What follows belongs to an exercise in optimizing a design on an open flow for small area, a short achievable clock period and few clock cycles per item; a production flow would make more cautious choices.

Setup of v24:
==> flow/design.v <==
module register_param #(
    parameter BIT_LENGTH = 2048
) (
    input clk, rst,
    input load,
    input [BIT_LENGTH - 1 : 0] parIn,
    output reg [BIT_LENGTH - 1 : 0] parOut
);
    always@(posedge clk, posedge rst) begin
        if (rst == 1)
            parOut <= 0;
        else begin
            if (load == 1)
                parOut <= parIn;
        end
    end
endmodule
module adder #(
    parameter BIT_LENGTH = 32
) (
    input signed [BIT_LENGTH - 1 : 0] in1, in2,
    input mode,  
    output signed [BIT_LENGTH - 1 : 0] out
);
    assign out = (mode == 1) ? (in1 + in2) : (in1 - in2);
endmodule
module upCounterRE #(
    parameter BIT_LENGTH = 16
) (
    input clk, rst,
    input init_cnt, en_cnt,
    output reg [BIT_LENGTH - 1 : 0] count
);
    always @(posedge clk, posedge rst) begin
        if (rst == 1)
            count <= 0;
        else begin
            if (init_cnt == 1)
                count <= 0;
            else if (en_cnt == 1)
                count <= count + 1;
        end
    end
endmodule
module cordic_linear_DP #(
    parameter FLOAT_SIZE = 24,
    parameter INT_SIZE = 8
) (
    input clk, rst,
    input signed [INT_SIZE + FLOAT_SIZE - 1:0] x, y, z,
    input mode,
    input loadX, loadY, loadZ,loadMode,
    input sel_input, adder_mode,
    input init_cnt, en_cnt,
    output signed [INT_SIZE + FLOAT_SIZE - 1:0] x_out, y_out, z_out,
    output co, phi
);
    wire signed [INT_SIZE + FLOAT_SIZE - 1:0] y_in, z_in;
    wire signed [INT_SIZE + FLOAT_SIZE - 1:0] out_adder_y, out_adder_z;
    assign y_in = (sel_input == 1) ? y : out_adder_y; 
    assign z_in = (sel_input == 1) ? z : out_adder_z; 
    register_param #(.BIT_LENGTH(INT_SIZE + FLOAT_SIZE)) X_Reg(
        .clk(clk),
        .rst(rst),
        .load(loadX),
        .parIn(x),
        .parOut(x_out)
    );
    register_param #(.BIT_LENGTH(INT_SIZE + FLOAT_SIZE)) Y_Reg(
        .clk(clk),
        .rst(rst),
        .load(loadY),
        .parIn(y_in),
        .parOut(y_out)
    );
    register_param #(.BIT_LENGTH(INT_SIZE + FLOAT_SIZE)) Z_Reg(
        .clk(clk),
        .rst(rst),
        .load(loadZ),
        .parIn(z_in),
        .parOut(z_out)
    );
    wire mode_val;
    register_param #(.BIT_LENGTH(1)) M_Reg(
        .clk(clk),
        .rst(rst),
        .load(loadMode),
        .parIn(mode),
        .parOut(mode_val)
    );
    wire [$clog2(FLOAT_SIZE) : 0] iter;
    upCounterRE #(.BIT_LENGTH($clog2(FLOAT_SIZE) + 1)) Iter_Count(
        .clk(clk),
        .rst(rst),
        .init_cnt(init_cnt),
        .en_cnt(en_cnt),
        .count(iter)
    );
    assign co = (iter == (FLOAT_SIZE)) ? 1'b1 : 1'b0;
    wire signed [INT_SIZE + FLOAT_SIZE - 1:0] x_shift, one, one_shift;
    assign x_shift = x >>> iter;
    assign one = { {(INT_SIZE-1){1'b0}}, 1'b1, {(FLOAT_SIZE){1'b0}} }; 
    assign one_shift = one >>> iter;
    adder #(.BIT_LENGTH(INT_SIZE + FLOAT_SIZE)) Y_Adder(
        .in1(y_out),
        .in2(x_shift),
        .mode(adder_mode),
        .out(out_adder_y)
    );
    adder #(.BIT_LENGTH(INT_SIZE + FLOAT_SIZE)) Z_Adder(
        .in1(z_out),
        .in2(one_shift),
        .mode(~adder_mode),
        .out(out_adder_z)
    );
    wire phi_rotate, phi_vector; 
    assign phi_rotate = (z_out[INT_SIZE + FLOAT_SIZE - 1] == 1) ? 1'b0 : 1'b1;
    assign phi_vector = (y_out[INT_SIZE + FLOAT_SIZE - 1] == 1) ? 1'b1 : 1'b0;
    assign phi = (mode_val == 1) ? phi_vector : phi_rotate;
endmodule
module cordic_linear_CU (
    input clk, rst,
    input start,
    input co, phi,
    output reg loadX, loadY, loadZ,loadMode,
    output reg sel_input, adder_mode,
    output reg init_cnt, en_cnt,
    output reg done
);
    parameter [1:0] IDLE = 0, INIT = 1, CALC = 2, DONE = 3;
    reg [1:0] ps, ns;
    always @(ps, start, co) begin
        case (ps)
            IDLE: ns = (start == 1) ? INIT : IDLE;
            INIT: ns = (start == 1 ) ? INIT : CALC;
            CALC: ns = (co == 1) ? DONE : CALC;
            DONE: ns = IDLE;
            default: ns = IDLE;
        endcase
    end
    always @(ps, phi) begin
        loadX = 0;
        loadY = 0;
        loadZ = 0;
        loadMode = 0;
        sel_input = 0;
        adder_mode = 0;
        init_cnt = 0;
        en_cnt = 0;
        done = 0;
        case (ps)
            IDLE: ;
            INIT: begin
                init_cnt = 1;
                loadX = 1;
                loadY = 1;
                loadZ = 1;
                loadMode = 1;
                sel_input = 1;
            end
            CALC: begin
                adder_mode = phi;
                en_cnt = 1;
                sel_input = 0;
                loadY = 1;
                loadZ = 1;
            end 
            DONE: done = 1;
            default: ;
        endcase
    end
    always @(posedge clk or posedge rst) begin
        if (rst == 1)
            ps <= IDLE;
        else 
            ps <= ns;
    end
endmodule
module cordic_linear #(
    parameter FLOAT_SIZE = 24,
    parameter INT_SIZE = 8
) (
    input clk, rst,
    input start,
    input signed [INT_SIZE + FLOAT_SIZE - 1:0] x, y, z,
    input mode,
    output signed [INT_SIZE + FLOAT_SIZE - 1:0] x_out, y_out, z_out,
    output done
);
    wire loadX, loadY, loadZ, loadMode;
    wire sel_input, adder_mode;
    wire init_cnt, en_cnt;
    wire co, phi;
    cordic_linear_DP #(.FLOAT_SIZE(FLOAT_SIZE), .INT_SIZE(INT_SIZE)) DP (
        .clk(clk),
        .rst(rst),
        .x(x),
        .y(y),
        .z(z),
        .mode(mode),
        .loadX(loadX),
        .loadY(loadY),
        .loadZ(loadZ),
        .loadMode(loadMode),
        .sel_input(sel_input),
        .adder_mode(adder_mode),
        .init_cnt(init_cnt),
        .en_cnt(en_cnt),
        .x_out(x_out),
        .y_out(y_out),
        .z_out(z_out),
        .co(co),
        .phi(phi)
    );
    cordic_linear_CU CU (
        .clk(clk),
        .rst(rst),
        .start(start),
        .co(co),
        .phi(phi),
        .loadX(loadX),
        .loadY(loadY),
        .loadZ(loadZ),
        .loadMode(loadMode),
        .sel_input(sel_input),
        .adder_mode(adder_mode),
        .init_cnt(init_cnt),
        .en_cnt(en_cnt),
        .done(done)
    );
endmodule
module reciprocal_float_DP (
    input clk, rst,
    input [31:0] x,
    input loadE, loadM, loadS,
    input selE, start_cordic,
    output [31:0] out,
    output done_cordic, zero_flag
);
    wire [7:0] E_val, E_in;
    wire [7:0] out_sub, E_reg_in;
    assign E_in = x[30:23];
    register_param #(.BIT_LENGTH(8)) E_Reg(
        .clk(clk),
        .rst(rst),
        .load(loadE),
        .parIn(E_reg_in),
        .parOut(E_val)
    );
    wire [22:0] M_val, M_in;
    assign M_in = x[22:0];
    register_param #(.BIT_LENGTH(23)) M_Reg(
        .clk(clk),
        .rst(rst),
        .load(loadM),
        .parIn(M_in),
        .parOut(M_val)
    );
    wire S_val, S_in;
    assign S_in = x[31];
    register_param #(.BIT_LENGTH(1)) S_Reg(
        .clk(clk),
        .rst(rst),
        .load(loadS),
        .parIn(S_in),
        .parOut(S_val)
    );
    assign E_reg_in = (selE == 1) ? E_in : out_sub;
    wire frac_zero;
    assign frac_zero = ~(|M_val);
    wire cin;
    assign cin = (frac_zero == 1) ? 1'b1 : 1'b0;
    assign out_sub = $unsigned(8'd253) - $unsigned(E_val) + cin;
    localparam FLOAT_SIZE = 24;
    localparam INT_SIZE = 2;
    wire signed [INT_SIZE + FLOAT_SIZE - 1:0] x_in, z, y;
    assign y = { {(INT_SIZE-1){1'b0}}, 1'b1, {(FLOAT_SIZE){1'b0}} };  
    assign z = {(INT_SIZE + FLOAT_SIZE){1'b0}};  
    assign x_in = { 2'b01, M_val, 1'b0};
    wire mode;
    assign mode = 1'b1;  
    wire signed [INT_SIZE + FLOAT_SIZE - 1:0] x_out, y_out, z_out;
    cordic_linear #(.FLOAT_SIZE(FLOAT_SIZE), .INT_SIZE(INT_SIZE)) Cordic_core(
        .clk(clk),
        .rst(rst),
        .start(start_cordic),
        .x(x_in),
        .y(y),
        .z(z),
        .mode(mode),
        .x_out(x_out),
        .y_out(y_out),
        .z_out(z_out),
        .done(done_cordic)
    );
    assign out = {S_val, E_val, z_out[22:0] };
    wire exp_zero;
    assign exp_zero = ~(|E_val);
    assign zero_flag = exp_zero && frac_zero;
endmodule
module reciprocal_float_CU (
    input clk, rst,
    input start,
    input done_cordic, zero_input,
    output reg loadE, loadM, loadS,
    output reg selE, start_cordic,
    output reg done, zero_flag
);
    parameter [2:0] IDLE = 0, INIT = 1, EXP = 2, CALC = 3, ZERO = 4;
    reg [2:0] ps, ns;
    always @(ps, start, zero_input, done_cordic) begin
        case (ps)
            IDLE: ns = (start == 1) ? INIT : IDLE;
            INIT: ns = (start == 1) ? INIT : EXP;
            EXP: ns = (zero_input == 1) ? ZERO : CALC;
            CALC: ns = (done_cordic == 1) ? IDLE : CALC;
            ZERO: ns = IDLE; 
            default: ns = IDLE;
        endcase
    end
    always @(ps, done_cordic, zero_input) begin
        loadE = 0;
        loadM = 0;
        loadS = 0;
        selE = 0;
        start_cordic = 0;
        done = 0;
        zero_flag = 0;
        case (ps)
            IDLE: ;
            INIT: begin
                selE = 1;
                loadE = 1;
                loadM = 1;
                loadS = 1;
            end 
            EXP: begin
                loadE = 1;
                start_cordic = ~zero_input;  
            end
            CALC: done = done_cordic;
            ZERO: begin
                done = 1;
                zero_flag = 1;
            end
            default: ;
        endcase
    end
    always @(posedge clk or posedge rst) begin
        if (rst == 1)
            ps <= IDLE;
        else 
            ps <= ns;
    end
endmodule
module reciprocal_float(
    input clk, rst,
    input start,
    input [31:0] x,
    output [31:0] out,
    output done, zero_flag
);
    localparam NC = 11;          
    localparam W = 29;           
    reg busy, done_r;
    reg [3:0] cnt;
    reg [22:0] xm_r;             
    reg [22:0] m_r;
    reg [W-1:0] r;
    reg s_r, zf_r, p24_r;
    reg [7:0] e_r;
    wire [22:0] clr_a, clr_b;    
    genvar k;
    generate
        for (k = 0; k < 23; k = k + 1) begin : dec
            if (k % 2 == 1) begin
                assign clr_a[k] = (cnt == (k - 1) / 2);
                assign clr_b[k] = 1'b0;
            end else begin
                assign clr_a[k] = 1'b0;
                assign clr_b[k] = (k >= 2) && (cnt == (k - 2) / 2);
            end
        end
    endgenerate
    wire [W-1:0] xm0 = {{(W-25){1'b0}}, 1'b1, xm_r, 1'b0};
    wire [W-1:0] xm1 = {{(W-25){1'b0}}, 1'b1, xm_r & ~clr_a, 1'b0};
    wire p0 = ~r[W-1];
    wire [W-1:0] t0;
    wire [W:0] tt0 = {r, 1'b1} + {xm0 ^ {W{p0}}, p0};
    assign t0 = tt0[W:1];
    wire [W-1:0] r1 = {t0[W-2:0], p0};
    wire p1 = ~r1[W-1];
    wire [W-1:0] t1;
    wire [W:0] tt1 = {r1, 1'b1} + {xm1 ^ {W{p1}}, p1};
    assign t1 = tt1[W:1];
    wire [W-1:0] r2 = {t1[W-2:0], p1};
    wire [23:0] y2 = 24'h800000 - {1'b0, x[22:0]};
    always @(posedge clk or posedge rst) begin
        if (rst) begin
            busy <= 1'b0;
            done_r <= 1'b0;
        end else begin
            done_r <= busy && (cnt == NC - 1);
            if (!busy)
                busy <= start;
            else if (cnt == NC - 1)
                busy <= 1'b0;
        end
    end
    always @(posedge clk) begin
        cnt <= busy ? cnt + 4'd1 : 4'd0;
        r <= busy ? r2 : {{(W-26){y2[23]}}, y2, 2'b00};
        xm_r <= busy ? xm_r & ~clr_a & ~clr_b : {x[22:1], 1'b0};
        p24_r <= ~t1[W-1];
        m_r <= x[22:0];
        s_r <= x[31];
        zf_r <= ~(|x[30:0]);
        e_r <= ~x[30:23] - 8'd2 + {7'd0, ~(|m_r)};
    end
    assign done = done_r;
    assign zero_flag = zf_r;
    assign out = {s_r, e_r, r[20:0], p24_r, 1'b1};
endmodule
clock: 11.0 ns
lec_check: 0
cap_margin: 20
core_margin: 2
core_utilization: 40
setup_slack_margin: 5
slew_margin: 20
run.sh (not shown) runs the stock make flow with config.mk's settings and CLKGATE_MAP_FILE= SYNTH_SCRIPT=/design/flow/synth_recipe.tcl, a recipe that flattens the netlist after the stock synthesis.
Setup changes, v24 to v20
-- flow/design.v --
<<< v24, line 361
    output done, zero_flag
);
    localparam NC = 11;          
    localparam W = 29;           
    reg busy, done_r;
    reg [3:0] cnt;
    reg [22:0] xm_r;             
    reg [22:0] m_r;
    reg [W-1:0] r;
    reg s_r, zf_r, p24_r;
    reg [7:0] e_r;
    wire [22:0] clr_a, clr_b;    
    genvar k;
    generate
        for (k = 0; k < 23; k = k + 1) begin : dec
            if (k % 2 == 1) begin
                assign clr_a[k] = (cnt == (k - 1) / 2);
                assign clr_b[k] = 1'b0;
            end else begin
                assign clr_a[k] = 1'b0;
                assign clr_b[k] = (k >= 2) && (cnt == (k - 2) / 2);
            end
        end
    endgenerate
    wire [W-1:0] xm0 = {{(W-25){1'b0}}, 1'b1, xm_r, 1'b0};
    wire [W-1:0] xm1 = {{(W-25){1'b0}}, 1'b1, xm_r & ~clr_a, 1'b0};
    wire p0 = ~r[W-1];
    wire [W-1:0] t0;
    wire [W:0] tt0 = {r, 1'b1} + {xm0 ^ {W{p0}}, p0};
    assign t0 = tt0[W:1];
    wire [W-1:0] r1 = {t0[W-2:0], p0};
    wire p1 = ~r1[W-1];
    wire [W-1:0] t1;
    wire [W:0] tt1 = {r1, 1'b1} + {xm1 ^ {W{p1}}, p1};
    assign t1 = tt1[W:1];
    wire [W-1:0] r2 = {t1[W-2:0], p1};
    wire [23:0] y2 = 24'h800000 - {1'b0, x[22:0]};
    always @(posedge clk or posedge rst) begin
>>> v20, line 361
    output done, zero_flag
);
    localparam NC = 22;          
    localparam W = 29;           
    reg busy, done_r;
    reg [4:0] cnt;
    reg [21:0] xm_r;             
    reg [W-1:0] r;
    reg s_r, zf_r, mz_r, p24_r;
    reg [7:0] e_r;
    wire [21:0] clr;
    genvar k;
    generate
        for (k = 0; k < 22; k = k + 1) begin : dec
            assign clr[k] = (cnt == k);
        end
    endgenerate
    wire [W-1:0] xm0 = {{(W-25){1'b0}}, 1'b1, xm_r, 2'b00};
    wire p0 = ~r[W-1];
    wire [W-1:0] t0;
    wire [W:0] tt0 = {r, 1'b1} + {xm0 ^ {W{p0}}, p0};
    assign t0 = tt0[W:1];
    wire [W-1:0] rn = {t0[W-2:0], p0};
    wire [23:0] y2 = 24'h800000 - {1'b0, x[22:0]};
    always @(posedge clk or posedge rst) begin
<<< v24, line 409
    end
    always @(posedge clk) begin
        cnt <= busy ? cnt + 4'd1 : 4'd0;
        r <= busy ? r2 : {{(W-26){y2[23]}}, y2, 2'b00};
        xm_r <= busy ? xm_r & ~clr_a & ~clr_b : {x[22:1], 1'b0};
        p24_r <= ~t1[W-1];
        m_r <= x[22:0];
        s_r <= x[31];
        zf_r <= ~(|x[30:0]);
        e_r <= ~x[30:23] - 8'd2 + {7'd0, ~(|m_r)};
    end
    assign done = done_r;
>>> v20, line 396
    end
    always @(posedge clk) begin
        cnt <= busy ? cnt + 5'd1 : 5'd0;
        r <= busy ? rn : {{(W-26){y2[23]}}, y2, 2'b00};
        xm_r <= busy ? xm_r & ~clr : x[22:1];
        p24_r <= ~t0[W-1];
        s_r <= x[31];
        mz_r <= ~(|x[22:0]);
        zf_r <= ~(|x[30:0]);
        e_r <= ~x[30:23] - 8'd2 + {7'd0, mz_r};
    end
    assign done = done_r;
[summary]
Compare v24 and v20 | fraction of standard cell area in multi-input logic higher: v24
Compared with v24, v20 shows sequential cell count lower by about 23%.
Clock tree buffer count of the final layout down 2 in v20 wrt v24
Between v24 and v20, the fraction of the cycle the final worst path needs is lower for v20.
Diff v24 -> v20 | design area | down by more than 10%
Number of signal-net buffers in the layout: v20 vs v24 down 4
Register share of the cell area in v20 is 0.57 points higher than in v24
Between v24 and v20, weighted congestion at the end of routability-driven global placement increased.
Run comparison: v20 standard cell with the maximum stage delay on the critical path sky130_fd_sc_hd__nor3_1; v24 standard cell with the maximum stage delay on the critical path sky130_fd_sc_hd__buf_4
Taking v24 as the reference, in v20 wire length fell about 28%; tightest hold margin dropped 0.023 ns.
Setup slack, v24 and v20: higher on v20
v20 gives less global-route usage over all layers than v24 did.
No run of this note included a check of the RTL's function; only the layout flow was run.

## port drivers added, routing unchanged
Ports are ideal in the flow. The routed layouts listed here were re-timed in OpenROAD. Step 1 (the two cells are an assumption about what drives the block):
set clk [get_ports {clk}]
set_driving_cell -lib_cell sky130_fd_sc_hd__clkbuf_16 $clk
set_driving_cell -lib_cell sky130_fd_sc_hd__buf_2 [delete_from_list [all_inputs] $clk]
Step 2 moves the port delays by t, midway between the first and last clock arrival at a register: inputs arrive t later, outputs are due t later. That takes back most of the time a late clock gives input paths. Three values: ideal, step 1, step 2; two values: the first two.
run | t, ns | setup WS [ns] | hold WS [ns] | worst data-port slew with drivers (ns)
v24 | 0.383 | 5.578 / 5.578 / 5.578 | 0.491 / 0.491 / 0.491 | 0.04
v20 | 0.390 | 6.468 / 6.477 / 6.087 | 0.468 / 0.468 / 0.468 | 0.05
After both steps every run listed still meets setup and hold. The setup slack of v20, which loses most, moves by +0.009 ns with the drivers and by -0.381 ns with both steps.
